Context: an optimization exercise on an open-source flow, tuned for small area. The choices shown serve that exercise and are no tape-out recipe.
Only simulation tests tie the RTL to the original design; equivalence was not proved.
No driver is modelled on the clock port, so clocking that relies on it looks cheaper here than on a real chip.
Power figures rest on the tool's default switching activity, not on a simulated workload.

==> flow/design.v <==
module sd_card_controller(
  input i_clk,
  input i_rst,
  input [31:0] i_addr,
  input [7:0] i_controlreg,
  input [7:0] i_data,
  output [7:0] o_statusreg,
  output o_write_statusreg,
  output [7:0] o_data,
  output [31:0] o_addr,
  output o_wr_nrd,
  output o_req,
  input i_SD_DAT0_DO,
  output o_SD_DAT3_nCS,
  output o_SD_DAT3_nCS_oe,
  output o_SD_CMD_DI,
  output o_SD_CMD_DI_oe,
  output o_SD_CLK,
  input i_SD_WP_N
);
  reg r_sclk;
  reg r_div0, r_div6;
  reg [4:0] r_p;
  reg [6:0] r_c;
  reg r_mode;                  
  wire [6:0] w_div = {r_div6, r_p, r_div0};
  wire w_div_end = r_div6 && (&r_p[4:1]) && r_div0;     
  wire w_tick = !r_sclk && (r_mode ? !r_div0 : w_div_end);
  wire [11:0] r_cnt = {r_p, r_c};
  assign o_SD_CLK = r_sclk;
  assign o_req = 1'b1;
  localparam S_DELAY = 4'd0, S_XACT = 4'd1, S_RSP = 4'd2, S_SETCLK = 4'd3, S_INITDONE = 4'd4,
             S_IDLE = 4'd5, S_ACCEPT = 4'd6, S_RDATA = 4'd7, S_RTAIL = 4'd8, S_WSTART = 4'd9,
             S_WDATA = 4'd10, S_WTAIL = 4'd11, S_BUSY = 4'd12, S_FIN1 = 4'd13, S_FIN2 = 4'd14,
             S_STALL = 4'd15;
  reg [3:0] r_st;
  reg [7:0] r_sr;           
  reg [31:0] r_a;           
  reg [7:0] r_data;
  reg r_rd_flag, r_wr_flag;
  reg r_cs;
  reg r_op;                 
  reg [1:0] r_ic;           
  wire w_r3 = !r_mode && (r_ic == 2'd3);
  wire w_det = w_r3 ? !r_a[31] : !r_sr[7];
  wire w_err = w_r3 ? |r_a[30:24] : 1'b1;
  wire w_idle = w_err && r_sr[0];                        
  wire w_fatal = w_err && !r_sr[0] && |r_sr[6:1];        
  reg [5:0] w_idx;
  always @(*) begin
    if (r_mode) w_idx = r_op ? 6'd24 : 6'd17;
    else case (r_ic)
      2'd0: w_idx = 6'd0;
      2'd1: w_idx = 6'd55;
      2'd2: w_idx = 6'd41;
      default: w_idx = 6'd58;
    endcase
  end
  wire [7:0] w_hdr = {2'b01, w_idx};
  wire [7:0] w_trl = 8'h95;
  reg w_frame;
  always @(*) begin
    case (r_cnt[5:3])
      3'd1: w_frame = w_hdr[~r_cnt[2:0]];
      3'd2, 3'd3, 3'd4, 3'd5: w_frame = r_a[31] & r_mode;
      3'd6: w_frame = w_trl[~r_cnt[2:0]];
      default: w_frame = 1'b1;
    endcase
  end
  wire w_wline = (r_st == S_WDATA) || (r_st == S_WTAIL);
  assign o_SD_CMD_DI = (r_st == S_XACT) ? w_frame : w_wline ? r_sr[7] : 1'b1;
  wire w_drive = !((r_st == S_IDLE) || (r_st == S_DELAY && r_cnt[6:0] == 7'd40) ||
                   (r_st == S_XACT && r_mode && r_cnt[5:0] == 6'd3));
  assign o_SD_CMD_DI_oe = w_drive;
  assign o_SD_DAT3_nCS = r_cs;
  assign o_SD_DAT3_nCS_oe = w_drive;
  wire w_inop = r_mode && (r_st != S_IDLE) && (r_st != S_INITDONE);
  wire w_flag = r_op ? r_wr_flag : r_rd_flag;
  wire w_all1 = &r_cnt[11:3];
  wire w_dp = (r_st == S_RDATA) || (r_st == S_WDATA);
  wire w_flag_or = w_flag || !w_all1;
  wire [8:0] w_oaddr = w_dp ? (r_cnt[11:3] & {9{w_flag_or}}) : {9{(r_st == S_RTAIL) || (w_inop && w_flag)}};
  assign o_statusreg = {7'd0, w_inop && !r_op && r_rd_flag};
  assign o_write_statusreg = (r_st == S_FIN2);
  assign o_data = r_data;
  assign o_addr = {23'd0, w_oaddr};
  assign o_wr_nrd = (r_cnt[2:0] == 3'd0) && ((r_st == S_RDATA) ? !w_all1 : ((r_st == S_RTAIL) && w_all1));
  wire w_go_rd = (i_controlreg == 8'd1);
  wire w_go_wr = (i_controlreg == 8'd2);
  reg [11:0] w_cnt_nx;
  always @(posedge i_clk) begin
    if (i_rst) begin
      r_st <= S_DELAY;
      r_sclk <= 1'b0;
      r_div0 <= 1'b0;
      r_div6 <= 1'b0;
      r_p <= 5'd0;
      r_c <= 7'd40;
      r_data <= 8'd0;
      r_rd_flag <= 1'b0;
      r_wr_flag <= 1'b0;
      r_ic <= 2'd0;
      r_mode <= 1'b0;
    end
    else begin
    if (r_mode) begin
      r_div0 <= ~r_div0;
      if (!r_div0) r_sclk <= ~r_sclk;
    end
    else if (w_div_end) begin
      {r_div6, r_p, r_div0} <= 7'd1;
      r_sclk <= ~r_sclk;
    end
    else {r_div6, r_p, r_div0} <= w_div + 7'd1;
    if (w_tick) begin
      w_cnt_nx = r_cnt + 12'd1;
      r_sr <= {r_sr[6:0], w_wline | i_SD_DAT0_DO};
      if (!r_mode && r_st != S_DELAY && r_cnt[5:0] == 6'd4) r_cs <= 1'b1;
      case (r_st)
        S_DELAY: begin
          if (r_cnt[5] && !r_cnt[6]) r_cs <= 1'b1;
          else if (r_cnt[6] && r_cnt[5] && r_cnt[4] && r_cnt[2]) r_cs <= 1'b0;    
          if (r_cnt[6:2] == 5'd1) r_st <= S_XACT;     
        end
        S_XACT: begin
          if (r_cnt[5:0] == 6'd5) begin
            r_a <= i_addr;
            r_cs <= 1'b0;
          end
          if (r_cnt[5] || r_cnt[4]) r_a <= {r_a[30:0], r_sr[7]};
          if (r_cnt[5] && r_cnt[4] && r_cnt[2] && r_cnt[1] && r_cnt[0]) r_st <= S_RSP;    
        end
        S_RSP: begin
          w_cnt_nx = 12'd2;
          r_a <= {r_a[30:0], r_sr[7]};
          if (w_det) begin
            if (!r_mode) begin
              if (w_fatal) r_st <= S_STALL;
              else case (r_ic)
                2'd0: begin r_ic <= 2'd1; r_st <= S_XACT; end
                2'd1: begin r_ic <= 2'd2; r_st <= S_XACT; end
                2'd2: begin r_ic <= w_idle ? 2'd1 : 2'd3; r_st <= S_XACT; end
                default: r_st <= w_idle ? S_STALL : S_SETCLK;
              endcase
            end
            else if (w_idle || w_fatal) r_st <= S_STALL;
            else r_st <= r_op ? S_WSTART : S_ACCEPT;
          end
        end
        S_SETCLK: begin
          if (r_cnt[2] && r_cnt[0]) begin
            r_mode <= 1'b1;
            r_st <= S_INITDONE;
          end
        end
        S_INITDONE: begin
          r_cs <= 1'b0;
          r_st <= S_IDLE;
        end
        S_IDLE: begin
          w_cnt_nx = 12'd3;
          r_op <= !w_go_rd;
          if (w_go_rd || w_go_wr) r_st <= S_XACT;
        end
        S_ACCEPT: begin
          if (r_cnt[2:0] == 3'd1) begin
            if (r_sr == 8'hFE) begin
              w_cnt_nx = 12'd4088;
              r_st <= S_RDATA;
            end
            else if (r_sr[7:5] == 3'b000) r_st <= S_STALL;
          end
        end
        S_RDATA: begin
          if (r_cnt[2:0] == 3'd7) begin
            r_data <= r_sr;
            if (r_cnt[11:3] == 9'd510) r_st <= S_RTAIL;
          end
        end
        S_RTAIL: begin
          if (!r_cnt[11] && r_cnt[3] && r_cnt[0]) begin    
            r_rd_flag <= 1'b1;
            r_st <= S_FIN1;
          end
        end
        S_WSTART: begin
          if (r_cnt[2:0] == 3'd0) begin
            r_sr <= 8'hFE;
            w_cnt_nx = 12'd4089;
            r_st <= S_WDATA;
          end
        end
        S_WDATA: begin
          if (r_cnt[2:0] == 3'd7 && r_cnt[11:3] == 9'd510) r_wr_flag <= 1'b1;    
          if (r_cnt[2:0] == 3'd0) begin
            r_sr <= i_data;
            if (w_all1) r_st <= S_WTAIL;
          end
        end
        S_WTAIL: begin
          if (!r_cnt[11] && r_cnt[4] && r_cnt[3] && r_cnt[1]) r_st <= S_BUSY;    
        end
        S_BUSY: begin
          if (i_SD_DAT0_DO) r_st <= S_FIN1;
        end
        S_FIN1: r_st <= S_FIN2;
        S_FIN2: r_st <= S_IDLE;
        default: ;   
      endcase
      r_c <= w_cnt_nx[6:0];
      if (r_mode) r_p <= w_cnt_nx[11:7];
    end
    end
  end
endmodule
==> flow/flow/run.sh <==
#!/bin/bash
# Layout: the standard ORFS flow (standard.sh), with four changes that leave the design's
# registers exactly as the standard synthesis makes them:
#  - synthesis is synth_recipe.tcl, but ABC maps the combinational logic with an area-oriented
#    script (flow/abc_area.script) instead of ORFS's delay-oriented one;
#  - port buffers use the smallest buffer cell (buf_1);
#  - the clock tree is built from clkbuf_8, without dummy loads;
#  - constant outputs share the tie cells synthesis makes (SKIP_REPAIR_TIE_FANOUT) instead of
#    getting one tie cell each.
# Each ORFS step writes its full log under orfs/logs/; make's own output goes to orfs_make.log.
set -euo pipefail
here=$(pwd)
{
  echo 'proc abc {args} {'
  echo '  set i [lsearch -exact $args -script]'
  echo '  if {$i >= 0} { set args [lreplace $args $i [expr {$i + 1}] -script $::env(AREA_ABC_SCRIPT)] }'
  echo '  yosys abc {*}$args'
  echo '}'
  cat synth_recipe.tcl
} > area_synth.tcl
export AREA_ABC_SCRIPT="$here/flow/abc_area.script"
bash standard.sh \
  "SYNTH_SCRIPT=$here/area_synth.tcl" \
  "BUFFER_PORTS_ARGS=-buffer_cell sky130_fd_sc_hd__buf_1" \
  "CTS_ARGS=-sink_clustering_enable -repair_clock_nets -buf_list sky130_fd_sc_hd__clkbuf_8 -dont_use_dummy_load" \
  SKIP_REPAIR_TIE_FANOUT=1 \
  finish > orfs_make.log 2>&1
==> flow/flow/abc_area.script <==
strash
ifraig
dc2
dch -f
amap -m
topo
stime -c
dnsize -c
==> flow/standard.sh <==
#!/bin/bash
# synth_recipe.tcl (not shown) runs the flow's synth.tcl, then flattens the netlist and writes it again
# the make line also repeats each setting of config.mk as NAME=value (left out here)
make -C /OpenROAD-flow-scripts/flow DESIGN_CONFIG=/design/flow/config.mk WORK_HOME=/design/flow/orfs CLKGATE_MAP_FILE= SYNTH_SCRIPT=/design/flow/synth_recipe.tcl "${@:-finish}"
==> flow/config.mk <==
export PLATFORM = sky130hd
export DESIGN_NAME = sd_card_controller
export DESIGN_NICKNAME = sd_card_controller
export VERILOG_FILES = /design/flow/design.v
export SDC_FILE = /design/flow/constraint.sdc
export NUM_CORES = 4
export LEC_CHECK = 0
export CAP_MARGIN = 20
export CORE_MARGIN = 2
export CORE_UTILIZATION = 40
export SLEW_MARGIN = 20
==> flow/constraint.sdc <==
create_clock -name core_clock -period 10.0 [get_ports {i_clk}]
set_input_delay 2.0000 -clock core_clock [delete_from_list [all_inputs] [get_ports {i_clk}]]
set_output_delay 2.0000 -clock core_clock [all_outputs]
set_load 0.01 [all_outputs]
==> results of run 1 <==
[power by group]
group          total (mW)  internal [mW]  switching, mW
Combinational      0.0445         0.0139         0.0306
Sequential          0.328          0.322        0.00571
Clock               0.180         0.0802         0.0997
[cells in the mapped netlist (10+ instances only)]
master | number | area (µm²)
nor2_1 | 78 | 293
buf_4 | 32 | 240
nand2_1 | 30 | 113
ha_1 | 10 | 125
dfxtp_1 | 32 | 641
o21ai_0 | 30 | 150
a21oi_1 | 22 | 110
a22o_1 | 31 | 272
edfxtp_1 | 42 | 1260
nand3_1 | 10 | 50.1
nor3_1 | 27 | 135
clkinv_1 | 60 | 225
[metal layers]
layer	track usage [%]	vias to the layer above
li1	-	1931
met1	29.8	1805
met2	32.7	136
met3	6.27	9
met4	4.58	0
met5	0	-
[flip-flops by register name, summed over array words and instances, names as in the netlist, 2 cells and up]
| signal | count |
|---|---|
| r_sr | 8 |
| r_p | 5 |
| r_data | 8 |
| r_c | 7 |
| r_a | 32 |
| r_st | 4 |
| r_ic | 2 |
[final timing paths]
kind                                     startpoint                endpoint  slack (ns)  cells after the start
worst max register to register    r_p[1]$_SDFF_PP0_  r_data[3]$_SDFFE_PP0P_        6.23                      9
worst min register to register  r_sclk$_SDFFE_PP0P_     r_sclk$_SDFFE_PP0P_        0.49                      2
worst min-delay path            r_sclk$_SDFFE_PP0P_     r_sclk$_SDFFE_PP0P_        0.49                      2
worst max-delay path            r_mode$_SDFFE_PP0P_             o_SD_CMD_DI        5.12                      9
[cell families (layout without fill, tap and decap cells)]
group / count (synthesis) / count (layout) / share of synthesized area [%]
simple gates: 165 / 165 / 16.4
compound gates: 154 / 154 / 26.1
buf+inv: 92 / 147 / 10.7
flops: 74 / 74 / 43.7
fa+ha+maj: 10 / 10 / 2.87
other cells: 2 / 2 / 0.173
[per-stage QoR]
stage          instance area [µm²]  worst slack [ns]
4_1_cts                       4720              5.16
3_3_place_gp                  4600              5.52
3_5_place_dp                  4600              5.55
2_1_floorplan                 4350              4.45
6_report                      4730              5.12
5_1_grt                       4730              4.94
[area by class of cell]
cell class	count	area share, %
Sequential cell	74	40.2
Inverter	60	4.76
Tap cell	140	3.70
Multi-Input combinational cell	331	42.3
Clock buffer	9	2.62
Timing Repair Buffer	78	6.43
[critical path, cell delays in order (launching register included)]
cell	delay, ns
dfxtp_1	0.62
clkinv_1	0.56
nor2_1	0.37
nor3_1	0.11
a311oi_1	0.28
o21ai_0	0.12
nand3_1	0.10
o211ai_1	0.10
o21a_1	0.15
buf_1	0.12
==> results.txt, run 1 <==
EDFF count, synth: 42
PwrDens: 117 nW/µm²
Commonest non-fill, non-tap cell in the layout: nor2_1
Routed wl met2: 5330 µm
Max frequency: 0.205 GHz
Hold WC Path Type: flop to flop
Total track usage: 21.3%
Die X: 108 µm
Routed WL per cell: 17.2 µm
Multi-input gate area: 2000 µm²
Detail Route Antenna Nets: 0
Setup tns final: 0 ns
Die extent in y: 108 µm
H-tree depth: 3
Asr flop ratio synth: 0%
Grt total ovfl: 0
Vias in the first global route: 3765
Arrival time worst endpoint: 2.88 ns
Post-synth top flop: edfxtp_1
Ant. Diodes: 0
Crit-path max FO: 13
Final GP Congestion: 0.881
Yosys reg bits: 74
Share of cells above drive strength 1: 2.72%
Status: finished clean
Clock sink count: 74
Register area share after synthesis: 43.7%
Max Buffers Root-to-Sink: 2
Num CTS Buffers: 9
Starting density of the core: 40.5%
Met3 wire length: 832 µm
FILL cells: 1126
Initial antenna violation count: 0
Reg clk slew, reported paths: 0.07 ns
Core area: 10700 µm²
Final setup vio count: 0
Worst Tran Pin Value: 0.978 ns
Peak VDD IR: 0.0771 mV
Tcrit/Tclk final: 48.8%
First-pass GRT wire length: 19200 µm
I/O Buffers: 75
Leak: 1.57 nW
Via count: 3881
Root buffer cell: clkbuf_8
Pins over their slew limit: 0
# IOs: 108
Final hold viol count: 0
Yosys warning total: 1
Post-CTS Setup Repair Bufs: 0
Max cap viols: 0
DRC errors left: 0
Total power: 553 µW
Clock Skews: 0.0219 ns
Syn Area/Cell: 8.76 µm²
CP Capture Type: primary output
Nets: 616
DIE AREA: 11700 µm²
Met1 wire length: 5660 µm
# hold bufs at CTS: 0
DRT iter0 DRCs: 265
DP Wirelength: 8860 µm
DP Cell Count: 683
Storage element area: 1900 µm²
Finished Core Util: 44.0%
Req. time, crit path: 8.00 ns
Synth cell types: 39
Final Hold Slack: 0.485 ns
Vias per inst: 5.61
Area added between synthesis and finish: 8.62%
Largest net degree at the start of global routing: 35
Top layer in use: met4
Post-Route WL: 11900 µm
Post-cts sizing count: 0
Slew HR: 34.8%
Leading cell types in the layout, fill and taps excluded: 77 x nor2_1, 75 x buf_1, 60 x clkinv_1
Crit Path Class: flop to primary output
Non-filler instance count after layout: 692
Final min period: 4.88 ns
# rows: 38
Critical Path Source Type: flop
Syn Nets: 559
First-pass iteration count of the detailed router: 5
RSZ-0062 raised after global routing: false
CTS tree: built
Mapped Area: 4350 µm²
Cells after Synth: 497
Clock latency on the worst-skew pair: 0.37 ns
==> run 2: changes to the inputs <==
--- a/flow/flow/run.sh
+++ b/flow/flow/run.sh
@@ -3,5 +3,6 @@
 # registers exactly as the standard synthesis makes them:
 #  - synthesis is synth_recipe.tcl, but ABC maps the combinational logic with an area-oriented
-#    script (flow/abc_area.script) instead of ORFS's delay-oriented one;
+#    script (flow/abc_area.script: deep AIG optimisation, then area mapping) instead of ORFS's
+#    delay-oriented one;
 #  - port buffers use the smallest buffer cell (buf_1);
 #  - the clock tree is built from clkbuf_8, without dummy loads;
==> flow/flow/abc_area.script (replaced) <==
strash
&get -n
&deepsyn -J 200 -T 120
&put
dch -f
amap -m
topo
stime -c
dnsize -c
==> run 2 against run 1 <==
Combinational power down 14%. Die area fell by 5.5%. Clock skew grew 0.0080 ns. Cell area down 5.5%. Critical path type unchanged.
==> results.txt, run 2 <==
Worst Tran Pin Value: 0.960 ns (was 0.978 ns)
CTS tree: built (unchanged)
Commonest non-fill, non-tap cell in the layout: buf_1 (was nor2_1)
Non-filler instance count after layout: 642 (was 692)
Nets: 573 (was 616)
Pins over their slew limit: 0 (unchanged)
Final GP Congestion: 0.938 (was 0.881)
Path depth of the worst reg2reg path: 9 (unchanged)
H-tree depth: 3 (unchanged)
Hold WC Path Type: flop to flop (unchanged)
Final min period: 5.12 ns (was 4.88 ns)
Synth cell types: 41 (was 39)
Top post-synthesis cells by area: edfxtp_1 31%, dfxtp_1 16%, o22a_1 8.3% (was edfxtp_1 29%, dfxtp_1 15%, nor2_1 6.7%)
Post-synth top flop: edfxtp_1 (unchanged)
Critical Path Source Type: flop (unchanged)
Die extent in y: 105 µm (was 108 µm)
Final setup vio count: 0 (unchanged)
Max reg flops: 32 (unchanged)
Asr flop ratio synth: 0% (unchanged)
First-pass iteration count of the detailed router: 7 (was 5)
Max frequency: 0.195 GHz (was 0.205 GHz)
Top flop regs: r_a (32), r_data (8), r_sr (8) (unchanged)
DP Cell Count: 633 (was 683)
Yosys reg bits: 74 (unchanged)
First-pass GRT wire length: 17400 µm (was 19200 µm)
PwrDens: 120 nW/µm² (was 117 nW/µm²)
Num CTS Buffers: 9 (unchanged)
Post-CTS Setup Repair Bufs: 0 (unchanged)
Largest net degree at the start of global routing: 34 (was 35)
Post-cts sizing count: 0 (unchanged)
Detail Route Antenna Nets: 0 (unchanged)
Initial antenna violation count: 0 (unchanged)
Max Buffers Root-to-Sink: 2 (unchanged)
# hold bufs at CTS: 0 (unchanged)
Crit-path max FO: 9 (was 13)
Routed WL per cell: 16.7 µm (was 17.2 µm)
Leading cell types in the layout, fill and taps excluded: 75 x buf_1, 57 x nor2_1, 50 x clkinv_1 (was 77 x nor2_1, 75 x buf_1, 60 x clkinv_1)
Vias per inst: 5.64 (was 5.61)
Ant. Diodes: 0 (unchanged)
Worst hold stages: 2 (unchanged)
Reg clk slew, reported paths: 0.06 ns (was 0.07 ns)
Clock share of power: 32.6% (about the same)
Mapped Area: 4100 µm² (was 4350 µm²)
Req. time, crit path: 8.00 ns (about the same)
Seq pwr share: 60.3% (was 59.4%)
Leak: 1.39 nW (was 1.57 nW)
Final hold viol count: 0 (unchanged)
# IOs: 108 (unchanged)
DRC errors left: 0 (unchanged)
EDFF count, synth: 42 (unchanged)
Status: finished clean (unchanged)
Yosys warning total: 1 (unchanged)
DP Wirelength: 8120 µm (was 8860 µm)
DRT iter0 DRCs: 223 (was 265)
Largest Register: r_a (unchanged)
Top post-synthesis cells by count: 59 x nor2_1, 50 x clkinv_1, 42 x edfxtp_1, 39 x o22a_1, 35 x o21ai_0 (was 78 x nor2_1, 60 x clkinv_1, 42 x edfxtp_1, 32 x buf_4, 32 x dfxtp_1)
Die X: 105 µm (was 108 µm)
DIE AREA: 11100 µm² (was 11700 µm²)
Tcrit/Tclk final: 51.2% (was 48.8%)
RSZ-0062 raised after global routing: false (unchanged)
Vias in the first global route: 3497 (was 3765)
Syn Area/Cell: 9.06 µm² (was 8.76 µm²)
Gate power share: 7.1% (was 8.1%)
Clock sink count: 74 (unchanged)
Register area share after synthesis: 46.3% (was 43.7%)
Sw Ratio: 22.9% (was 24.6%)
Max cap viols: 0 (unchanged)
Clock latency on the worst-skew pair: 0.35 ns (was 0.37 ns)
Syn Nets: 515 (was 559)
Area added between synthesis and finish: 8.93% (was 8.62%)
Clock Skews: 0.0299 ns (was 0.0219 ns)
Share of cells above drive strength 1: 2.95% (was 2.72%)
NetSw: 123 µW (was 136 µW)
Synth area leader: edfxtp_1 (unchanged)
Core area: 9860 µm² (was 10700 µm²)
Area share of the largest cell type after synthesis: 30.7% (was 29.0%)
Via count: 3623 (was 3881)
Total track usage: 19.8% (was 21.3%)
I/O Buffers: 75 (unchanged)
Slew HR: 35.3% (was 34.8%)
Cells after Synth: 453 (was 497)
Grt total ovfl: 0 (unchanged)
Crit Path Class: flop to primary output (unchanged)
Internal power: 415 µW (was 416 µW)
Arrival time worst endpoint: 3.12 ns (was 2.88 ns)
Peak VDD IR: 0.0607 mV (was 0.0771 mV)
# rows: 36 (was 38)
Starting density of the core: 41.6% (was 40.5%)
Count leader, synth: nor2_1 (unchanged)
Total power: 538 µW (was 553 µW)
Setup tns final: 0 ns (unchanged)
Post-Route WL: 10700 µm (was 11900 µm)
Root buffer cell: clkbuf_8 (unchanged)
CP Capture Type: primary output (unchanged)
run 2: changes by cell type after synthesis, moves of 4 or more:
cell and change:
nor2_1 -19, a22o_1 -31, a211oi_1 -5, a32o_1 +4
o21ai_0 +5, o22a_1 +39, a31o_1 -9, o221ai_1 -4
nor3_1 -9, a21oi_1 -5, clkinv_1 -10, o221a_1 -7
run 2: cell families after synthesis:
kind of cell	Yosys count	synth area share, %
XOR/XNOR	1	0.213
adder cells (fa/ha/maj)	10	3.05
flip-flops	74	46.3
AO/OA/AOI/OAI	136	23.6
other	2	0.183
AND/OR/NAND/NOR	148	16.2
buffers and inverters	82	10.4
run 2: worst max-delay path: stages, from the launching register on:
cell and delay, ns:
dfxtp_1 0.52, clkinv_1 0.30, nor3_1 0.48, clkinv_1 0.19, nor2_1 0.23, nor2_1 0.11
a31oi_1 0.57, o21ai_0 0.21, buf_1 0.17
run 2: worst paths after layout:
kind         slack, ns                      to                    from
min               0.44  r_wr_flag$_SDFFE_PP0P_  r_wr_flag$_SDFFE_PP0P_
min reg2reg       0.44  r_wr_flag$_SDFFE_PP0P_  r_wr_flag$_SDFFE_PP0P_
max reg2reg       5.84  r_data[6]$_SDFFE_PP0P_     r_mode$_SDFFE_PP0P_
max               4.88               o_addr[6]    r_st[1]$_SDFFE_PP0P_
run 2: through the flow:
step / area, µm² / hold WS (ns) / util, % / worst slack, ns
after floorplan: 4100 / 0.415 / - / 5.26
after global placement: 4350 / 0.430 / 44.1 / 5.31
after detailed placement: 4350 / 0.439 / 44.1 / 5.24
after CTS: 4470 / 0.444 / 45.3 / 4.87
after global routing: 4470 / 0.477 / 45.3 / 4.52
final: 4470 / 0.439 / 45.3 / 4.88
run 2: layer usage:
layer  global-route usage [%]  vias to the layer above  wire [µm]
met1                     27.3                     1669       4730
met5                        0                        -          0
met4                     7.62                        0        227
li1                         -                     1762          -
met3                     4.82                       22        964
met2                     29.8                      170       4830
run 2: final cells by class:
type | instances | area [µm²]
fill | 978 | 5390
inverter | 50 | 188
sequential | 74 | 1900
clock buffer | 9 | 124
multi-input combinational | 297 | 1780
timing repair buffer | 79 | 312
tap | 133 | 166
run 2: power by group through the flow:
stage | Combinational (mW) | Clock, mW | Sequential (mW)
finish | 0.0381 | 0.175 | 0.324
global route | 0.0430 | 0.192 | 0.324
CTS | 0.0377 | 0.182 | 0.324
detailed placement | 0.0375 | 0 | 0.331
global placement | 0.0370 | 0 | 0.331
floorplan | 0.0332 | 0 | 0.330
==> run 3: changes to the inputs <==
--- a/flow/design.v
+++ b/flow/design.v
@@ -42,5 +42,5 @@
   reg r_op;                 
   reg [1:0] r_ic;           
-  wire w_r3 = !r_mode && (r_ic == 2'd3);
+  wire w_r3 = !r_mode && (r_ic == 2'd2);
   wire w_det = w_r3 ? !r_a[31] : !r_sr[7];
   wire w_err = w_r3 ? |r_a[30:24] : 1'b1;
@@ -53,5 +53,5 @@
       2'd0: w_idx = 6'd0;
       2'd1: w_idx = 6'd55;
-      2'd2: w_idx = 6'd41;
+      2'd3: w_idx = 6'd41;
       default: w_idx = 6'd58;
     endcase
@@ -136,11 +136,8 @@
           if (w_det) begin
             if (!r_mode) begin
-              if (w_fatal) r_st <= S_STALL;
-              else case (r_ic)
-                2'd0: begin r_ic <= 2'd1; r_st <= S_XACT; end
-                2'd1: begin r_ic <= 2'd2; r_st <= S_XACT; end
-                2'd2: begin r_ic <= w_idle ? 2'd1 : 2'd3; r_st <= S_XACT; end
-                default: r_st <= w_idle ? S_STALL : S_SETCLK;
-              endcase
+              if (!w_fatal) r_ic <= {r_ic[0] & (!r_ic[1] | !w_idle), !r_ic[1] | w_idle};
+              if (w_fatal || (r_ic == 2'd2 && w_idle)) r_st <= S_STALL;
+              else if (r_ic == 2'd2) r_st <= S_SETCLK;
+              else r_st <= S_XACT;
             end
             else if (w_idle || w_fatal) r_st <= S_STALL;
@@ -160,5 +157,5 @@
         S_IDLE: begin
           w_cnt_nx = 12'd3;
-          r_op <= !w_go_rd;
+          r_op <= i_controlreg[1];    
           if (w_go_rd || w_go_wr) r_st <= S_XACT;
         end
==> run 3 against run 2 <==
Critical path type unchanged. Largest cell class unchanged. Worst setup slack got worse by 0.0011 ns. Clock skew shrank 0.0021 ns. First-iteration DRC count increased by 4.9%. Highest routed layer unchanged. Sequential power down 1%. Largest power group unchanged. Clock power up 3%. Critical path depth increased by 3. Cell count up 0.62%.
==> results.txt, run 3 <==
Crit Path Class: flop to primary output (unchanged)
Clock latency on the worst-skew pair: 0.35 ns (about the same)
Yosys warning total: 1 (unchanged)
Post-cts sizing count: 0 (unchanged)
Pins over their slew limit: 0 (unchanged)
Clock share of power: 34.6% (was 32.6%)
Post-synth top flop: edfxtp_1 (unchanged)
Vias in the first global route: 3370 (was 3497)
DRC errors left: 0 (unchanged)
CP Capture Type: primary output (unchanged)
Hold WC Path Type: flop to flop (unchanged)
First-pass GRT wire length: 16800 µm (was 17400 µm)
Flop2flop setup slack: 5.01 ns (was 5.84 ns)
Leading cell types in the layout, fill and taps excluded: 75 x buf_1, 71 x nor2_1, 55 x clkinv_1 (was 75 x buf_1, 57 x nor2_1, 50 x clkinv_1)
Peak VDD IR: 0.0666 mV (was 0.0607 mV)
EDFF count, synth: 42 (unchanged)
Status: finished clean (unchanged)
Top flop regs: r_a (32), r_data (8), r_sr (8) (unchanged)
Commonest non-fill, non-tap cell in the layout: buf_1 (unchanged)
Final min period: 5.12 ns (about the same)
Routed wl met2: 4740 µm (was 4830 µm)
# IOs: 108 (unchanged)
Starting density of the core: 41.5% (was 41.6%)
Worst Tran Pin Value: 1.01 ns (was 0.960 ns)
Hold_sp: r_div6$_SDFFE_PP0N_ (was r_wr_flag$_SDFFE_PP0P_)
Total power: 522 µW (was 538 µW)
Synth area leader: edfxtp_1 (unchanged)
Post-CTS Setup Repair Bufs: 0 (unchanged)
Max cap viols: 0 (unchanged)
Syn Nets: 520 (was 515)
Ant. Diodes: 0 (unchanged)
Nets: 577 (was 573)
DIE AREA: 11000 µm² (was 11100 µm²)
Final setup vio count: 0 (unchanged)
Final hold viol count: 0 (unchanged)
Mapped Area: 4090 µm² (was 4100 µm²)
Area added between synthesis and finish: 8.78% (was 8.93%)
Setup tns final: 0 ns (unchanged)
Share of cells above drive strength 1: 2.73% (was 2.95%)
Reg clk slew, reported paths: 0.06 ns (about the same)
Initial antenna violation count: 0 (unchanged)
Cells after Synth: 458 (was 453)
Die X: 105 µm (about the same)
Asr flop ratio synth: 0% (unchanged)
Max Buffers Root-to-Sink: 2 (unchanged)
Worst R2R Start: r_mode$_SDFFE_PP0P_ (unchanged)
Root buffer cell: clkbuf_8 (unchanged)
Crit path from: r_c[4]$_SDFFE_PP0N_ (was r_st[1]$_SDFFE_PP0P_)
Seq pwr share: 61.3% (was 60.3%)
CTS tree: built (unchanged)
RSZ-0062 raised after global routing: false (unchanged)
Routed WL per cell: 16.2 µm (was 16.7 µm)
NetSw: 115 µW (was 123 µW)
Hold endpoint: r_div6$_SDFFE_PP0N_ (was r_wr_flag$_SDFFE_PP0P_)
Final GP Congestion: 0.953 (was 0.938)
Arrival time worst endpoint: 3.12 ns (about the same)
Clock sink count: 74 (unchanged)
Num CTS Buffers: 9 (unchanged)
Req. time, crit path: 8.00 ns (about the same)
Met3 wire length: 800 µm (was 964 µm)
First-pass iteration count of the detailed router: 5 (was 7)
Tcrit/Tclk final: 51.2% (about the same)
Setup ws final: 4.88 ns (about the same)
Worst hold stages: 1 (was 2)
Internal power: 407 µW (was 415 µW)
Gate power share: 4.1% (was 7.1%)
Grt total ovfl: 0 (unchanged)
Path depth of the worst reg2reg path: 11 (was 9)
Vias per inst: 5.54 (was 5.64)
Top post-synthesis cells by area: edfxtp_1 31%, dfxtp_1 16%, nor2_1 6.7% (was edfxtp_1 31%, dfxtp_1 16%, o22a_1 8.3%)
H-tree depth: 3 (unchanged)
Register area share after synthesis: 46.5% (was 46.3%)
Count leader, synth: nor2_1 (unchanged)
Max reg flops: 32 (unchanged)
Synth cell types: 40 (was 41)
Met1 wire length: 4830 µm (was 4730 µm)
DRT iter0 DRCs: 234 (was 223)
Max frequency: 0.195 GHz (about the same)
PwrDens: 117 nW/µm² (was 120 nW/µm²)
Slew HR: 32.3% (was 35.3%)
Crit-path max FO: 9 (unchanged)
Sw Ratio: 22.1% (was 22.9%)
# rows: 36 (unchanged)
Post-Route WL: 10500 µm (was 10700 µm)
Via count: 3582 (was 3623)
Core area: 9860 µm² (unchanged)
Area share of the largest cell type after synthesis: 30.8% (was 30.7%)
Top layer in use: met4 (unchanged)
Die extent in y: 105 µm (about the same)
Clock Skews: 0.0278 ns (was 0.0299 ns)
Worst flop-to-flop path endpoint: r_data[5]$_SDFFE_PP0P_ (was r_data[6]$_SDFFE_PP0P_)
I/O Buffers: 75 (unchanged)
Dpl ws: 4.86 ns (was 5.24 ns)
DP Wirelength: 7640 µm (was 8120 µm)
Total track usage: 19.1% (was 19.8%)
Top post-synthesis cells by count: 73 x nor2_1, 55 x clkinv_1, 42 x edfxtp_1, 33 x nand2_1 (was 59 x nor2_1, 50 x clkinv_1, 42 x edfxtp_1, 39 x o22a_1, 35 x o21ai_0)
Detail Route Antenna Nets: 0 (unchanged)
Yosys reg bits: 74 (unchanged)
Critical Path Source Type: flop (unchanged)
# hold bufs at CTS: 0 (unchanged)
Syn Area/Cell: 8.93 µm² (was 9.06 µm²)
Leak: 1.53 nW (was 1.39 nW)
Largest net degree at the start of global routing: 35 (was 34)
Largest Register: r_a (unchanged)
[run 3: cell types whose count changed in the layout (fill, tap and decap cells not counted), moves of 3 or more]
cell and change:
clkinv_1 +5, a22o_1 +31, o22ai_1 +3, o21a_1 -6
o21ai_0 -8, a31oi_1 +3, nand3_1 -3, nor4_1 -3
o22a_1 -30, nor2b_1 -3, nor2_1 +14
[run 3: cell families after synthesis]
| group | after synthesis | synth area share (%) |
|---|---|---|
| other | 2 | 0.184 |
| buffers and inverters | 87 | 10.9 |
| AND/OR/NAND/NOR | 155 | 16.5 |
| flip-flops | 74 | 46.5 |
| adder cells (fa/ha/maj) | 10 | 3.06 |
| AO/OA/AOI/OAI | 130 | 22.8 |
[run 3: layout make-up]
class	instances	area, µm²
Clock buffer	9	124
Fill cell	1027	5420
Inverter	55	206
Multi-Input combinational cell	297	1750
Sequential cell	74	1900
Tap cell	133	166
Timing Repair Buffer	78	304
[run 3: metrics by stage]
| step | utilization (%) | hold slack (ns) | cells | instance area [µm²] |
|---|---|---|---|---|
| 2_1_floorplan | - | 0.432 | 458 | 4090 |
| 4_1_cts | 45.1 | 0.471 | 646 | 4450 |
| 5_1_grt | 45.1 | 0.506 | 646 | 4450 |
| 6_report | 45.1 | 0.472 | 646 | 4450 |
| 3_5_place_dp | 43.8 | 0.457 | 637 | 4320 |
| 3_3_place_gp | 43.8 | 0.457 | 637 | 4320 |
[run 3: power groups by stage]
stage          sequential, mW  clock [mW]  combinational [mW]
2_1_floorplan           0.327           0              0.0200
3_3_place_gp            0.327           0              0.0212
3_5_place_dp            0.327           0              0.0215
4_1_cts                 0.320       0.188              0.0216
5_1_grt                 0.320       0.199              0.0243
6_report                0.320       0.181              0.0216
[run 3: worst max path at each step]
stage | endpoint | slack (ns)
6_report | o_addr[5] | 4.88
5_1_grt | o_addr[5] | 4.54
4_1_cts | o_addr[5] | 4.86
3_5_place_dp | r_data[4]$_SDFFE_PP0P_ | 4.86
3_3_place_gp | r_data[5]$_SDFFE_PP0P_ | 4.94
2_1_floorplan | r_a[0]$_DFFE_PP_ | 5.41
[run 3: routing by layer]
layer / up-vias / track usage (%)
met3: 14 / 5.24
met1: 1650 / 26.8
met5: - / 0
met4: 0 / 5.05
li1: 1769 / -
met2: 149 / 29.1
[run 3: critical path, cell delays in order, from the launching register on]
cell	delay (ns)
dfxtp_1	0.46
clkinv_1	0.15
nor2_1	0.18
clkinv_1	0.17
nor2_1	0.16
clkinv_1	0.14
or3_1	0.41
nor2_1	0.18
clkinv_1	0.15
o22ai_1	0.45
o21ai_0	0.16
buf_1	0.16
==> run 4: changes to the inputs <==
--- a/flow/design.v
+++ b/flow/design.v
@@ -102,4 +102,5 @@
       r_ic <= 2'd0;
       r_mode <= 1'b0;
+      r_cs <= 1'b0;
     end
     else begin
==> run 4 against run 3 <==
Sequential power barely moved. Synthesized cell count fell by 1.5%. Non-clock buffer count did not move. Combinational power rose by 12%. Critical path depth fell by 3. Largest cell class unchanged.
==> results.txt, run 4 <==
Status: finished clean (unchanged)
Area added between synthesis and finish: 8.99% (was 8.78%)
Crit-path max FO: 9 (unchanged)
Yosys reg bits: 74 (unchanged)
Synth area leader: edfxtp_1 (unchanged)
Nets: 570 (was 577)
CTS tree: built (unchanged)
Flop2flop setup slack: 5.67 ns (was 5.01 ns)
EDFF count, synth: 41 (was 42)
Final Hold Slack: 0.486 ns (was 0.472 ns)
Max Buffers Root-to-Sink: 2 (unchanged)
Worst hold stages: 1 (unchanged)
Top post-synthesis cells by area: edfxtp_1 30%, dfxtp_1 16%, o22a_1 8.8% (was edfxtp_1 31%, dfxtp_1 16%, nor2_1 6.7%)
Clock Skews: 0.0226 ns (was 0.0278 ns)
I/O Buffers: 75 (unchanged)
Via count: 3605 (was 3582)
Top post-synthesis cells by count: 77 x nor2_1, 46 x clkinv_1, 41 x edfxtp_1, 41 x o22a_1, 33 x dfxtp_1 (was 73 x nor2_1, 55 x clkinv_1, 42 x edfxtp_1, 33 x nand2_1)
Mapped Area: 4090 µm² (about the same)
Reg clk slew, reported paths: 0.07 ns (was 0.06 ns)
Share of cells above drive strength 1: 2.77% (was 2.73%)
Asr flop ratio synth: 0% (unchanged)
DRC errors left: 0 (unchanged)
Post-CTS Setup Repair Bufs: 0 (unchanged)
Final setup vio count: 0 (unchanged)
Syn Nets: 513 (was 520)
Leading cell types in the layout, fill and taps excluded: 76 x nor2_1, 75 x buf_1, 46 x clkinv_1 (was 75 x buf_1, 71 x nor2_1, 55 x clkinv_1)
# IOs: 108 (unchanged)
Starting density of the core: 41.5% (about the same)
Arrival time worst endpoint: 3.13 ns (was 3.12 ns)
CP Capture Type: primary output (unchanged)
Worst flop-to-flop path endpoint: r_data[2]$_SDFFE_PP0P_ (was r_data[5]$_SDFFE_PP0P_)
Syn Area/Cell: 9.07 µm² (was 8.93 µm²)
Req. time, crit path: 8.00 ns (about the same)
Count leader, synth: nor2_1 (unchanged)
Worst Tran Pin Value: 1.00 ns (was 1.01 ns)
DP Wirelength: 7630 µm (was 7640 µm)
Vias per inst: 5.64 (was 5.54)
Setup ws final: 4.87 ns (was 4.88 ns)
RSZ-0062 raised after global routing: false (unchanged)
Crit Path Class: flop to primary output (unchanged)
Worst R2R Start: r_mode$_SDFFE_PP0P_ (unchanged)
Dpl ws: 5.20 ns (was 4.86 ns)
Total track usage: 19.7% (was 19.1%)
Core area: 9860 µm² (unchanged)
Final min period: 5.13 ns (was 5.12 ns)
Critical Path Source Type: flop (unchanged)
Post-Route WL: 10400 µm (was 10500 µm)
Largest net degree at the start of global routing: 34 (was 35)
First-pass GRT wire length: 17400 µm (was 16800 µm)
Synth cell types: 40 (unchanged)
Num CTS Buffers: 9 (unchanged)
Ant. Diodes: 0 (unchanged)
# rows: 36 (unchanged)
Max reg flops: 32 (unchanged)
Root buffer cell: clkbuf_8 (unchanged)
Final hold viol count: 0 (unchanged)
Die extent in y: 105 µm (about the same)
Vias in the first global route: 3478 (was 3370)
PwrDens: 118 nW/µm² (was 117 nW/µm²)
Path depth of the worst reg2reg path: 12 (was 11)
Post-cts sizing count: 0 (unchanged)
Slew HR: 33.0% (was 32.3%)
First-pass iteration count of the detailed router: 6 (was 5)
Routed WL per cell: 16.3 µm (was 16.2 µm)
Leak: 1.38 nW (was 1.53 nW)
Initial antenna violation count: 0 (unchanged)
Largest Register: r_a (unchanged)
Yosys warning total: 1 (unchanged)
Hold endpoint: r_div6$_SDFFE_PP0N_ (unchanged)
Register area share after synthesis: 46.3% (was 46.5%)
Peak VDD IR: 0.0711 mV (was 0.0666 mV)
DIE AREA: 11100 µm² (was 11000 µm²)
H-tree depth: 3 (unchanged)
Post-synth top flop: edfxtp_1 (unchanged)
Top flop regs: r_a (32), r_data (8), r_sr (8) (unchanged)
Commonest non-fill, non-tap cell in the layout: nor2_1 (was buf_1)
Hold WC Path Type: flop to flop (unchanged)
Area share of the largest cell type after synthesis: 30.1% (was 30.8%)
Pins over their slew limit: 0 (unchanged)
Hold_sp: r_div6$_SDFFE_PP0N_ (unchanged)
DRT iter0 DRCs: 191 (was 234)
Clock sink count: 74 (unchanged)
Setup tns final: 0 ns (unchanged)
Cells after Synth: 451 (was 458)
Final GP Congestion: 0.925 (was 0.953)
Max cap viols: 0 (unchanged)
Clock latency on the worst-skew pair: 0.35 ns (about the same)
Detail Route Antenna Nets: 0 (unchanged)
Tcrit/Tclk final: 51.3% (was 51.2%)
Max frequency: 0.195 GHz (about the same)
Grt total ovfl: 0 (unchanged)
Die X: 105 µm (about the same)
# hold bufs at CTS: 0 (unchanged)
run 4: cell types whose count changed in the layout (fill, tap and decap cells not counted), moves of 4 or more:
cell and change:
nor4_1 +4, nand2_1 -5, nor2_1 +5, o22a_1 +32, a31oi_1 -9, o21a_1 +4, a22o_1 -30, clkinv_1 -9
run 4: worst max-delay path by stage:
| stage | start | to | cells after the start |
|---|---|---|---|
| global placement | i_rst | r_data[2]$_SDFFE_PP0P_ | 8 |
| CTS | r_c[4]$_SDFFE_PP0N_ | o_addr[7] | 8 |
| floorplan | i_rst | r_a[0]$_DFFE_PP_ | 3 |
| global route | r_c[4]$_SDFFE_PP0N_ | o_addr[1] | 8 |
| detailed placement | r_c[4]$_SDFFE_PP0N_ | o_addr[7] | 8 |
| finish | r_c[4]$_SDFFE_PP0N_ | o_addr[7] | 8 |
run 4: kinds of logic (layout without fill, tap and decap cells):
group	Yosys count	count (layout)	share of synthesized area, %
buffers and inverters	78	133	10.1
AND/OR/NAND/NOR	154	154	16.3
AO/OA/AOI/OAI	133	133	24.1
other	2	2	0.184
flip-flops	74	74	46.3
adder cells (fa/ha/maj)	10	10	3.06
run 4: worst max-delay path, stage by stage, from the launching register on:
cell      delay, ns
dfxtp_1        0.46
clkinv_1       0.14
nor2_1         0.33
clkinv_1       0.22
or4_1          0.59
or2_0          0.27
o22ai_1        0.47
o21ai_0        0.16
buf_1          0.17
run 4: layout make-up:
| cell class | instances | area, µm² |
|---|---|---|
| fillers | 995 | 5410 |
| flip-flops and latches | 74 | 1890 |
| multi-input cells | 299 | 1800 |
| repair buffers | 78 | 304 |
| inverters | 46 | 173 |
| well taps | 133 | 166 |
| clock buffers | 9 | 124 |
run 4: power by group:
group	switching, mW	internal [mW]	total [mW]
clock network	0.103	0.0806	0.183
logic	0.0155	0.00857	0.0241
registers	0.00153	0.319	0.320
total	0.120	0.408	0.528
run 4: stage by stage:
step,instances,power (mW),instance area [µm²],util (%)
after floorplan,451,0.349,4090,-
after global placement,630,0.351,4330,43.9
after detailed placement,630,0.351,4330,43.9
after CTS,639,0.534,4460,45.2
after global routing,639,0.549,4460,45.2
final,639,0.528,4460,45.2
run 4: layer usage:
metal	share of wire, %	routed length (µm)	global-route usage, %	vias up
met3	7.9	827	4.37	16
met1	45	4710	27.1	1696
met5	0	0	0	-
met2	45	4740	30.9	146
met4	1.5	161	6.19	0
li1	-	-	-	1747
==> run 5: changes to the inputs <==
--- a/flow/flow/run.sh
+++ b/flow/flow/run.sh
@@ -6,5 +6,7 @@
 #    delay-oriented one;
 #  - port buffers use the smallest buffer cell (buf_1);
-#  - the clock tree is built from clkbuf_8, without dummy loads;
+#  - the clock tree is one clkbuf_8 root driving 9 clkbuf_4 leaves, each leaf driving the
+#    flip-flops of one area of the layout (flow/clock_buffer.tcl, run as ORFS's PRE_CTS_TCL
+#    hook, so TritonCTS finds nothing left to build);
 #  - constant outputs share the tie cells synthesis makes (SKIP_REPAIR_TIE_FANOUT) instead of
 #    getting one tie cell each.
@@ -21,8 +23,10 @@
 } > area_synth.tcl
 export AREA_ABC_SCRIPT="$here/flow/abc_area.script"
+export CLOCK_ROOT_CELL=sky130_fd_sc_hd__clkbuf_8 CLOCK_LEAF_CELL=sky130_fd_sc_hd__clkbuf_4 CLOCK_GROUPS=9
 bash standard.sh \
   "SYNTH_SCRIPT=$here/area_synth.tcl" \
   "BUFFER_PORTS_ARGS=-buffer_cell sky130_fd_sc_hd__buf_1" \
-  "CTS_ARGS=-sink_clustering_enable -repair_clock_nets -buf_list sky130_fd_sc_hd__clkbuf_8 -dont_use_dummy_load" \
+  "PRE_CTS_TCL=$here/flow/clock_buffer.tcl" \
+  "CTS_ARGS=-clk_nets i_clk -repair_clock_nets -buf_list sky130_fd_sc_hd__clkbuf_8 -dont_use_dummy_load" \
   SKIP_REPAIR_TIE_FANOUT=1 \
   finish > orfs_make.log 2>&1
==> flow/flow/clock_buffer.tcl (new file) <==
# Clock distribution: the flip-flops are split by position into groups (k-means); each group
# gets one leaf clock buffer at its centroid, and one root buffer at the centre of the leaves,
# driven from the clock port, drives the leaves.
set cell $::env(CLOCK_LEAF_CELL)
set ngroups $::env(CLOCK_GROUPS)
set block [ord::get_db_block]
set db [ord::get_db]
set clk [$block findNet i_clk]
set m [$db findMaster $cell]
set sinks {}
set xs {}
set ys {}
foreach it [$clk getITerms] {
  set bb [[$it getInst] getBBox]
  lappend sinks $it
  lappend xs [expr {([$bb xMin] + [$bb xMax]) / 2.0}]
  lappend ys [expr {([$bb yMin] + [$bb yMax]) / 2.0}]
}
set n [llength $sinks]
# initial centres: sinks spread through the list sorted by x+y
set order [lsort -real -indices [lmap x $xs y $ys {expr {$x + $y}}]]
set cx {}
set cy {}
for {set g 0} {$g < $ngroups} {incr g} {
  set i [lindex $order [expr {int(($g + 0.5) * $n / $ngroups)}]]
  lappend cx [lindex $xs $i]
  lappend cy [lindex $ys $i]
}
for {set iter 0} {$iter < 30} {incr iter} {
  set assign {}
  for {set i 0} {$i < $n} {incr i} {
    set best 0
    set bd 1e30
    for {set g 0} {$g < $ngroups} {incr g} {
      set d [expr {abs([lindex $xs $i] - [lindex $cx $g]) + abs([lindex $ys $i] - [lindex $cy $g])}]
      if {$d < $bd} { set bd $d; set best $g }
    }
    lappend assign $best
  }
  for {set g 0} {$g < $ngroups} {incr g} {
    set sx 0.0; set sy 0.0; set k 0
    for {set i 0} {$i < $n} {incr i} {
      if {[lindex $assign $i] == $g} {
        set sx [expr {$sx + [lindex $xs $i]}]
        set sy [expr {$sy + [lindex $ys $i]}]
        incr k
      }
    }
    if {$k > 0} { lset cx $g [expr {$sx / $k}]; lset cy $g [expr {$sy / $k}] }
  }
}
set root [odb::dbInst_create $block [$db findMaster $::env(CLOCK_ROOT_CELL)] clkroot_buf]
set rnet [odb::dbNet_create $block clkroot_net]
$rnet setSigType CLOCK
[$root findITerm A] connect $clk
[$root findITerm X] connect $rnet
set rx 0.0
set ry 0.0
for {set g 0} {$g < $ngroups} {incr g} {
  set rx [expr {$rx + [lindex $cx $g] / $ngroups}]
  set ry [expr {$ry + [lindex $cy $g] / $ngroups}]
}
$root setLocation [expr {int($rx)}] [expr {int($ry)}]
$root setPlacementStatus PLACED
for {set g 0} {$g < $ngroups} {incr g} {
  set buf [odb::dbInst_create $block $m clkleaf_buf_$g]
  set net [odb::dbNet_create $block clkleaf_net_$g]
  $net setSigType CLOCK
  set k 0
  for {set i 0} {$i < $n} {incr i} {
    if {[lindex $assign $i] == $g} {
      set it [lindex $sinks $i]
      $it disconnect
      $it connect $net
      incr k
    }
  }
  [$buf findITerm A] connect $rnet
  [$buf findITerm X] connect $net
  $buf setLocation [expr {int([lindex $cx $g])}] [expr {int([lindex $cy $g])}]
  $buf setPlacementStatus PLACED
  puts "clock buffer $g ($cell): $k flip-flops"
}
==> run 5 against run 4 <==
Still clean on timing, DRC and antenna. Critical path depth unchanged. Area after synthesis unchanged. Worst setup slack worse by 0.059 ns. Register-to-register slack about the same. Critical path type unchanged. Largest power group unchanged.
==> results.txt, run 5 <==
Tcrit/Tclk final: 51.9% (was 51.3%)
First-pass iteration count of the detailed router: 5 (was 6)
Post-cts sizing count: 0 (unchanged)
Synth cell types: 40 (unchanged)
Cells after Synth: 451 (unchanged)
DP Wirelength: 7630 µm (unchanged)
Post-Route WL: 10400 µm (about the same)
Worst Tran Pin Value: 0.996 ns (was 1.00 ns)
Largest net degree at the start of global routing: 34 (unchanged)
I/O Buffers: 75 (unchanged)
# rows: 36 (unchanged)
Critical Path Source Type: flop (unchanged)
Top post-synthesis cells by area: edfxtp_1 30%, dfxtp_1 16%, o22a_1 8.8% (unchanged)
Via count: 3595 (was 3605)
Ant. Diodes: 0 (unchanged)
DRT iter0 DRCs: 240 (was 191)
Total power: 491 µW (was 528 µW)
Buf+Inv Stages, Crit Path: 3 (unchanged)
Share of cells above drive strength 1: 2.96% (was 2.77%)
First-pass GRT wire length: 17300 µm (was 17400 µm)
Final setup vio count: 0 (unchanged)
Status: finished clean (unchanged)
Max incr delay on CP: 0.59 ns (about the same)
Syn Nets: 513 (unchanged)
Clock Skews: 0.0247 ns (was 0.0226 ns)
Detail Route Antenna Nets: 0 (unchanged)
CP Capture Type: primary output (unchanged)
Max cap viols: 0 (unchanged)
Req. time, crit path: 8.00 ns (about the same)
Leak: 1.36 nW (was 1.38 nW)
Initial antenna violation count: 0 (unchanged)
Max reg flops: 32 (unchanged)
Placed Area: 4330 µm² (unchanged)
Nets: 571 (was 570)
Area share of the largest cell type after synthesis: 30.1% (unchanged)
Final hold viol count: 0 (unchanged)
CP top delay family: simple AND/OR/NAND/NOR gates (unchanged)
Routed WL per cell: 16.2 µm (was 16.3 µm)
Worst path most repeated cell: clkinv_1 (unchanged)
Pins over their slew limit: 0 (unchanged)
Arrival time worst endpoint: 3.19 ns (was 3.13 ns)
Clock latency on the worst-skew pair: 0.38 ns (was 0.35 ns)
PwrDens: 111 nW/µm² (was 118 nW/µm²)
# hold bufs at CTS: 0 (unchanged)
Yosys reg bits: 74 (unchanged)
Post-synth top flop: edfxtp_1 (unchanged)
Leading cell types in the layout, fill and taps excluded: 76 x nor2_1, 75 x buf_1, 46 x clkinv_1 (unchanged)
Grt total ovfl: 0 (unchanged)
DRC errors left: 0 (unchanged)
Slew HR: 33.5% (was 33.0%)
Max frequency: 0.193 GHz (was 0.195 GHz)
Synth area leader: edfxtp_1 (unchanged)
Crit-path max FO: 9 (unchanged)
Asr flop ratio synth: 0% (unchanged)
Starting density of the core: 41.5% (unchanged)
Final min period: 5.19 ns (was 5.13 ns)
RSZ-0062 raised after global routing: false (unchanged)
Syn Area/Cell: 9.07 µm² (unchanged)
Commonest non-fill, non-tap cell in the layout: nor2_1 (unchanged)
Final GP Congestion: 0.925 (unchanged)
Total track usage: 18.7% (was 19.7%)
Area added between synthesis and finish: 7.95% (was 8.99%)
Yosys warning total: 1 (unchanged)
Die extent in y: 105 µm (unchanged)
Post-CTS Setup Repair Bufs: 0 (unchanged)
DIE AREA: 11100 µm² (unchanged)
Reg clk slew, reported paths: 0.10 ns (was 0.07 ns)
Top post-synthesis cells by count: 77 x nor2_1, 46 x clkinv_1, 41 x edfxtp_1, 41 x o22a_1, 33 x dfxtp_1 (unchanged)
Largest Register: r_a (unchanged)
Core area: 9860 µm² (unchanged)
Vias in the first global route: 3476 (was 3478)
# IOs: 108 (unchanged)
Register area share after synthesis: 46.3% (unchanged)
Hold WC Path Type: flop to flop (unchanged)
Top flop regs: r_a (32), r_data (8), r_sr (8) (unchanged)
EDFF count, synth: 41 (unchanged)
Mapped Area: 4090 µm² (unchanged)
Cell Chain, Critical Path: clkinv_1 -> nor2_1 -> clkinv_1 -> or4_1 -> or2_0 -> o22ai_1 -> o21ai_0 -> buf_1 (unchanged)
Peak VDD IR: 0.0659 mV (was 0.0711 mV)
Count leader, synth: nor2_1 (unchanged)
Setup tns final: 0 ns (unchanged)
Fin area: 4420 µm² (was 4460 µm²)
Crit Path Class: flop to primary output (unchanged)
Die X: 105 µm (unchanged)
Crit-path slowest cell: or4_1 (unchanged)
Vias per inst: 5.62 (was 5.64)
run 5: path summary, 6_finish.rpt:
kind / startpoint / to / slack [ns] / cells past startpoint
worst max-delay path: r_c[4]$_SDFFE_PP0N_ / o_addr[7] / 4.81 / 8
worst min-delay path: r_div6$_SDFFE_PP0N_ / r_div6$_SDFFE_PP0N_ / 0.49 / 1
worst max register to register: r_mode$_SDFFE_PP0P_ / r_data[5]$_SDFFE_PP0P_ / 5.68 / 12
worst min register to register: r_div6$_SDFFE_PP0N_ / r_div6$_SDFFE_PP0N_ / 0.49 / 1
run 5: metrics by stage:
stage	setup slack (ns)	util, %	cells	hold slack, ns
global placement	5.25	43.9	630	0.462
floorplan	5.10	-	451	0.439
CTS	5.19	44.8	640	0.480
detailed placement	5.20	43.9	630	0.475
finish	4.81	44.8	640	0.490
global route	4.49	44.8	640	0.525
run 5: final cells by class:
class / count / area, µm²
Multi-Input combinational cell: 299 / 1800
Fill cell: 999 / 5450
Buffer: 10 / 81.3
Timing Repair Buffer: 78 / 304
Inverter: 46 / 173
Tap cell: 133 / 166
Sequential cell: 74 / 1890
run 5: layer usage:
layer	wire [µm]	track usage [%]
met1	4720	26.8
met2	4600	30.4
met3	849	2.56
met4	196	3.81
met5	0	0
run 5: cells by family (layout without fill, tap and decap cells):
kind of cell	after synthesis	count (layout)	synth area share, %
AOI/OAI and AO/OA	133	133	24.1
and+or+nand+nor	154	154	16.3
adders and majority gates	10	10	3.06
DFF	74	74	46.3
buffers and inverters	78	134	10.1
other	2	2	0.184
run 5: power by group:
| part | internal [mW] | switching, mW | total (mW) |
|---|---|---|---|
| combinational | 0.00856 | 0.0156 | 0.0242 |
| clock | 0.0511 | 0.0955 | 0.147 |
| sequential | 0.319 | 0.00153 | 0.320 |
| total | 0.378 | 0.113 | 0.491 |
==> run 6: changes to the inputs <==
--- a/flow/design.v
+++ b/flow/design.v
@@ -42,5 +42,5 @@
   reg r_op;                 
   reg [1:0] r_ic;           
-  wire w_r3 = !r_mode && (r_ic == 2'd2);
+  wire w_r3 = !r_mode && (r_ic == 2'd3);
   wire w_det = w_r3 ? !r_a[31] : !r_sr[7];
   wire w_err = w_r3 ? |r_a[30:24] : 1'b1;
@@ -53,5 +53,5 @@
       2'd0: w_idx = 6'd0;
       2'd1: w_idx = 6'd55;
-      2'd3: w_idx = 6'd41;
+      2'd2: w_idx = 6'd41;
       default: w_idx = 6'd58;
     endcase
@@ -102,5 +102,4 @@
       r_ic <= 2'd0;
       r_mode <= 1'b0;
-      r_cs <= 1'b0;
     end
     else begin
@@ -137,8 +136,11 @@
           if (w_det) begin
             if (!r_mode) begin
-              if (!w_fatal) r_ic <= {r_ic[0] & (!r_ic[1] | !w_idle), !r_ic[1] | w_idle};
-              if (w_fatal || (r_ic == 2'd2 && w_idle)) r_st <= S_STALL;
-              else if (r_ic == 2'd2) r_st <= S_SETCLK;
-              else r_st <= S_XACT;
+              if (w_fatal) r_st <= S_STALL;
+              else case (r_ic)
+                2'd0: begin r_ic <= 2'd1; r_st <= S_XACT; end
+                2'd1: begin r_ic <= 2'd2; r_st <= S_XACT; end
+                2'd2: begin r_ic <= w_idle ? 2'd1 : 2'd3; r_st <= S_XACT; end
+                default: r_st <= w_idle ? S_STALL : S_SETCLK;
+              endcase
             end
             else if (w_idle || w_fatal) r_st <= S_STALL;
@@ -158,5 +160,5 @@
         S_IDLE: begin
           w_cnt_nx = 12'd3;
-          r_op <= i_controlreg[1];    
+          r_op <= !w_go_rd;
           if (w_go_rd || w_go_wr) r_st <= S_XACT;
         end
==> flow/flow/run.sh (replaced) <==
#!/bin/bash
# Layout: the standard ORFS flow (standard.sh), with these changes, none of which touches the
# design's registers as the standard synthesis makes them:
#  - synthesis is synth_recipe.tcl, but ABC maps the combinational logic with an area-oriented
#    script (flow/abc_area.script) instead of ORFS's delay-oriented one;
#  - port buffers use the smallest buffer cell (buf_1);
#  - the clock tree is four clkbuf_16 buffers, each driving the flip-flops of one area of the
#    layout straight from the clock port (flow/clock_buffer.tcl,
#    run as ORFS's PRE_CTS_TCL hook, so TritonCTS finds nothing left to build);
#  - constant outputs share the tie cells synthesis makes (SKIP_REPAIR_TIE_FANOUT) instead of
#    getting one tie cell each.
# Each ORFS step writes its full log under orfs/logs/; make's own output goes to orfs_make.log.
set -euo pipefail
here=$(pwd)
{
  echo 'proc abc {args} {'
  echo '  set i [lsearch -exact $args -script]'
  echo '  if {$i >= 0} { set args [lreplace $args $i [expr {$i + 1}] -script $::env(AREA_ABC_SCRIPT)] }'
  echo '  yosys abc {*}$args'
  echo '}'
  cat synth_recipe.tcl
} > area_synth.tcl
export AREA_ABC_SCRIPT="$here/flow/abc_area.script"
export CLOCK_LEAF_CELL=sky130_fd_sc_hd__clkbuf_16
bash standard.sh \
  "SYNTH_SCRIPT=$here/area_synth.tcl" \
  "BUFFER_PORTS_ARGS=-buffer_cell sky130_fd_sc_hd__buf_1" \
  "PRE_CTS_TCL=$here/flow/clock_buffer.tcl" \
  "CTS_ARGS=-clk_nets i_clk -repair_clock_nets -buf_list sky130_fd_sc_hd__clkbuf_8 -dont_use_dummy_load" \
  SKIP_REPAIR_TIE_FANOUT=1 \
  finish > orfs_make.log 2>&1
==> flow/flow/abc_area.script (replaced) <==
strash
ifraig
dc2
dch -f
amap -m
topo
stime -c
dnsize -c
--- a/flow/flow/clock_buffer.tcl
+++ b/flow/flow/clock_buffer.tcl
@@ -1,7 +1,6 @@
-# Clock distribution: the flip-flops are split by position into groups (k-means); each group
-# gets one leaf clock buffer at its centroid, and one root buffer at the centre of the leaves,
-# driven from the clock port, drives the leaves.
+# Clock distribution: the flip-flops are split by position into four groups (k-means), and each
+# group gets one clock buffer at its centroid, driven straight from the clock port.
 set cell $::env(CLOCK_LEAF_CELL)
-set ngroups $::env(CLOCK_GROUPS)
+set ngroups 4
 set block [ord::get_db_block]
 set db [ord::get_db]
@@ -50,17 +49,4 @@
   }
 }
-set root [odb::dbInst_create $block [$db findMaster $::env(CLOCK_ROOT_CELL)] clkroot_buf]
-set rnet [odb::dbNet_create $block clkroot_net]
-$rnet setSigType CLOCK
-[$root findITerm A] connect $clk
-[$root findITerm X] connect $rnet
-set rx 0.0
-set ry 0.0
-for {set g 0} {$g < $ngroups} {incr g} {
-  set rx [expr {$rx + [lindex $cx $g] / $ngroups}]
-  set ry [expr {$ry + [lindex $cy $g] / $ngroups}]
-}
-$root setLocation [expr {int($rx)}] [expr {int($ry)}]
-$root setPlacementStatus PLACED
 for {set g 0} {$g < $ngroups} {incr g} {
   set buf [odb::dbInst_create $block $m clkleaf_buf_$g]
@@ -76,5 +62,5 @@
     }
   }
-  [$buf findITerm A] connect $rnet
+  [$buf findITerm A] connect $clk
   [$buf findITerm X] connect $net
   $buf setLocation [expr {int([lindex $cx $g])}] [expr {int([lindex $cy $g])}]
==> run 6 against run 5 <==
Combinational power up 83%. Via count is 8.7% higher. Register-to-register slack gained 0.53 ns. Critical path type unchanged. Clock skew up 0.012 ns. Synthesized cell count rose by 10%. Global-route usage increased by 1.7 points. Still clean. Largest cell class is now multi-input gates. Worst setup slack better by 0.29 ns.
==> results.txt, run 6 <==
DRT iter0 DRCs: 219 (was 240)
Leak: 1.58 nW (was 1.36 nW)
Detail Route Antenna Nets: 0 (unchanged)
Synth cell types: 39 (was 40)
Finished Core Util: 44.2% (was 44.8%)
Vias in the first global route: 3781 (was 3476)
# rows: 38 (was 36)
Top post-synthesis cells by count: 78 x nor2_1, 60 x clkinv_1, 42 x edfxtp_1, 32 x buf_4, 32 x dfxtp_1 (was 77 x nor2_1, 46 x clkinv_1, 41 x edfxtp_1, 41 x o22a_1, 33 x dfxtp_1)
Tcrit/Tclk final: 49.1% (was 51.9%)
Routed WL per cell: 17.2 µm (was 16.2 µm)
Hold endpoint: r_sclk$_SDFFE_PP0P_ (was r_div6$_SDFFE_PP0N_)
Final hold viol count: 0 (unchanged)
Syn Area/Cell: 8.76 µm² (was 9.07 µm²)
Area share of the largest cell type after synthesis: 29.0% (was 30.1%)
Starting density of the core: 40.5% (was 41.5%)
DRC errors left: 0 (unchanged)
First-pass iteration count of the detailed router: 5 (unchanged)
Mapped Area: 4350 µm² (was 4090 µm²)
Final Hold Slack: 0.484 ns (was 0.490 ns)
CP top delay family: buffers and inverters (was simple AND/OR/NAND/NOR gates)
Post-synth top flop: edfxtp_1 (unchanged)
Ant. Diodes: 0 (unchanged)
Count leader, synth: nor2_1 (unchanged)
Max cap viols: 0 (unchanged)
Cells after Synth: 497 (was 451)
Clock Skews: 0.0362 ns (was 0.0247 ns)
Flop2flop setup slack: 6.21 ns (was 5.68 ns)
Num CTS Buffers: 3
Crit-path slowest cell: dfxtp_1 (was or4_1)
Nets: 614 (was 571)
I/O Buffers: 75 (unchanged)
Yosys reg bits: 74 (unchanged)
Top flop regs: r_a (32), r_data (8), r_sr (8) (unchanged)
Gate power share: 7.8% (was 4.9%)
Reg clk slew, reported paths: 0.07 ns (was 0.10 ns)
Clock share of power: 34.6% (was 29.8%)
Top post-synthesis cells by area: edfxtp_1 29%, dfxtp_1 15%, nor2_1 6.7% (was edfxtp_1 30%, dfxtp_1 16%, o22a_1 8.8%)
Worst R2R Start: r_p[1]$_SDFF_PP0_ (was r_mode$_SDFFE_PP0P_)
Final min period: 4.91 ns (was 5.19 ns)
Leading cell types in the layout, fill and taps excluded: 77 x nor2_1, 75 x buf_1, 60 x clkinv_1 (was 76 x nor2_1, 75 x buf_1, 46 x clkinv_1)
Max incr delay on CP: 0.61 ns (was 0.59 ns)
Share of cells above drive strength 1: 2.36% (was 2.96%)
NetSw: 135 µW (was 113 µW)
Path depth of the worst reg2reg path: 9 (was 12)
Clock latency on the worst-skew pair: 0.44 ns (was 0.38 ns)
Worst flop-to-flop path endpoint: r_data[3]$_SDFFE_PP0P_ (was r_data[5]$_SDFFE_PP0P_)
Post-CTS Setup Repair Bufs: 0 (unchanged)
Fin area: 4750 µm² (was 4420 µm²)
EDFF count, synth: 42 (was 41)
Hold_sp: r_sclk$_SDFFE_PP0P_ (was r_div6$_SDFFE_PP0N_)
RSZ-0062 raised after global routing: false (unchanged)
Peak VDD IR: 0.0980 mV (was 0.0659 mV)
Slew HR: 37.4% (was 33.5%)
Status: finished clean (unchanged)
Max frequency: 0.204 GHz (was 0.193 GHz)
Sw Ratio: 23.7% (was 22.9%)
Yosys warning total: 1 (unchanged)
Die extent in y: 108 µm (was 105 µm)
Final setup vio count: 0 (unchanged)
Setup tns final: 0 ns (unchanged)
Critical Path Source Type: flop (unchanged)
# hold bufs at CTS: 0 (unchanged)
Asr flop ratio synth: 0% (unchanged)
Placed Area: 4600 µm² (was 4330 µm²)
Core area: 10700 µm² (was 9860 µm²)
Req. time, crit path: 8.00 ns (about the same)
Synth area leader: edfxtp_1 (unchanged)
Die X: 108 µm (was 105 µm)
Pins over their slew limit: 0 (unchanged)
Arrival time worst endpoint: 2.91 ns (was 3.19 ns)
Largest Register: r_a (unchanged)
-- run 6: cell count changes in the layout (fill, tap and decap cells not counted), sizes merged, moves of 6 or more --
cell and change:
a22o +30, a31o +8, a31oi +8, a32o -6
clkinv +14, nor3 +10, o221a +7, o22a -41
-- run 6: layer usage --
metal / vias to the layer above / part of all wire, % / track usage [%]
met2: 139 / 45 / 32.3
li1: 1933 / - / -
met4: 0 / 1.6 / 3.94
met3: 19 / 6.0 / 3.19
met1: 1818 / 48 / 29.8
met5: - / 0 / 0
-- run 6: cell type report, without the clock buffers --
cell class                 instances  area [µm²]
tap                              140         175
inverter                          60         225
sequential                        74        1900
fill                            1118        6000
timing repair buffer              78         304
buffer                             4         100
multi-input combinational        331        2000
-- run 6: worst min-delay path: stages (launching register included) --
cell	delay, ns
dfxtp_1	0.33
nand2_1	0.06
a21oi_1	0.05
-- run 6: cells by family (layout without fill, tap and decap cells) --
kind of cell / count (synthesis) / in the layout / share of synthesized area [%]
other cells: 2 / 2 / 0.173
buf+inv: 92 / 145 / 10.7
simple gates: 165 / 165 / 16.4
compound gates: 154 / 154 / 26.1
flops: 74 / 74 / 43.7
fa+ha+maj: 10 / 10 / 2.87
-- run 6: power groups by stage --
stage | logic (mW) | clock network [mW] | registers (mW)
final | 0.0444 | 0.197 | 0.328
after global routing | 0.0499 | 0.213 | 0.328
after CTS | 0.0443 | 0.203 | 0.328
after detailed placement | 0.0440 | 0 | 0.335
after global placement | 0.0436 | 0 | 0.335
after floorplan | 0.0363 | 0 | 0.333
-- run 6: worst max path at each step --
stage	start	to	slack [ns]	depth (start not counted)
final	r_mode$_SDFFE_PP0P_	o_SD_CMD_DI	5.09	9
after global routing	r_p[1]$_SDFF_PP0_	o_addr[3]	4.89	8
after CTS	r_mode$_SDFFE_PP0P_	o_SD_CMD_DI	5.10	9
after detailed placement	r_mode$_SDFFE_PP0P_	o_SD_CMD_DI	5.55	9
after global placement	r_mode$_SDFFE_PP0P_	o_SD_CMD_DI	5.52	9
after floorplan	i_rst	r_a[0]$_DFFE_PP_	4.45	3
-- run 6: stage by stage --
| stage | instances | power [mW] | setup WS (ns) |
|---|---|---|---|
| 2_1_floorplan | 497 | 0.369 | 4.45 |
| 3_3_place_gp | 683 | 0.378 | 5.52 |
| 3_5_place_dp | 683 | 0.379 | 5.55 |
| 4_1_cts | 690 | 0.575 | 5.10 |
| 5_1_grt | 690 | 0.591 | 4.89 |
| 6_report | 690 | 0.569 | 5.09 |

re-timing with driven ports:
How much do the figures lean on ideal ports? The routed layouts below were timed once more, with nothing changed but the port constraints. Step 1: set_driving_cell puts a clkbuf_16 on i_clk and a buf_2 on each other input, an assumption about the parent block. Step 2 also shifts input and output timing later by t, the mid clock arrival at the registers, as if the neighbouring blocks saw the same clock. Three values: ideal ports, drivers, drivers and shift; two values: the first two.
| run | t, ns | setup slack, ns |
|---|---|---|
| run 1 | 0.387 | 5.124 / 5.092 / 5.479 |
| run 2 | 0.371 | 4.882 / 4.850 / 5.221 |
| run 3 | 0.372 | 4.881 / 4.848 / 4.750 |
| run 4 | 0.371 | 4.866 / 4.834 / 5.205 |
| run 5 | 0.400 | 4.807 / 4.776 / 5.177 |
| run 6 | 0.449 | 5.094 / 5.062 / 5.511 |
After both steps every run listed still meets setup and hold.
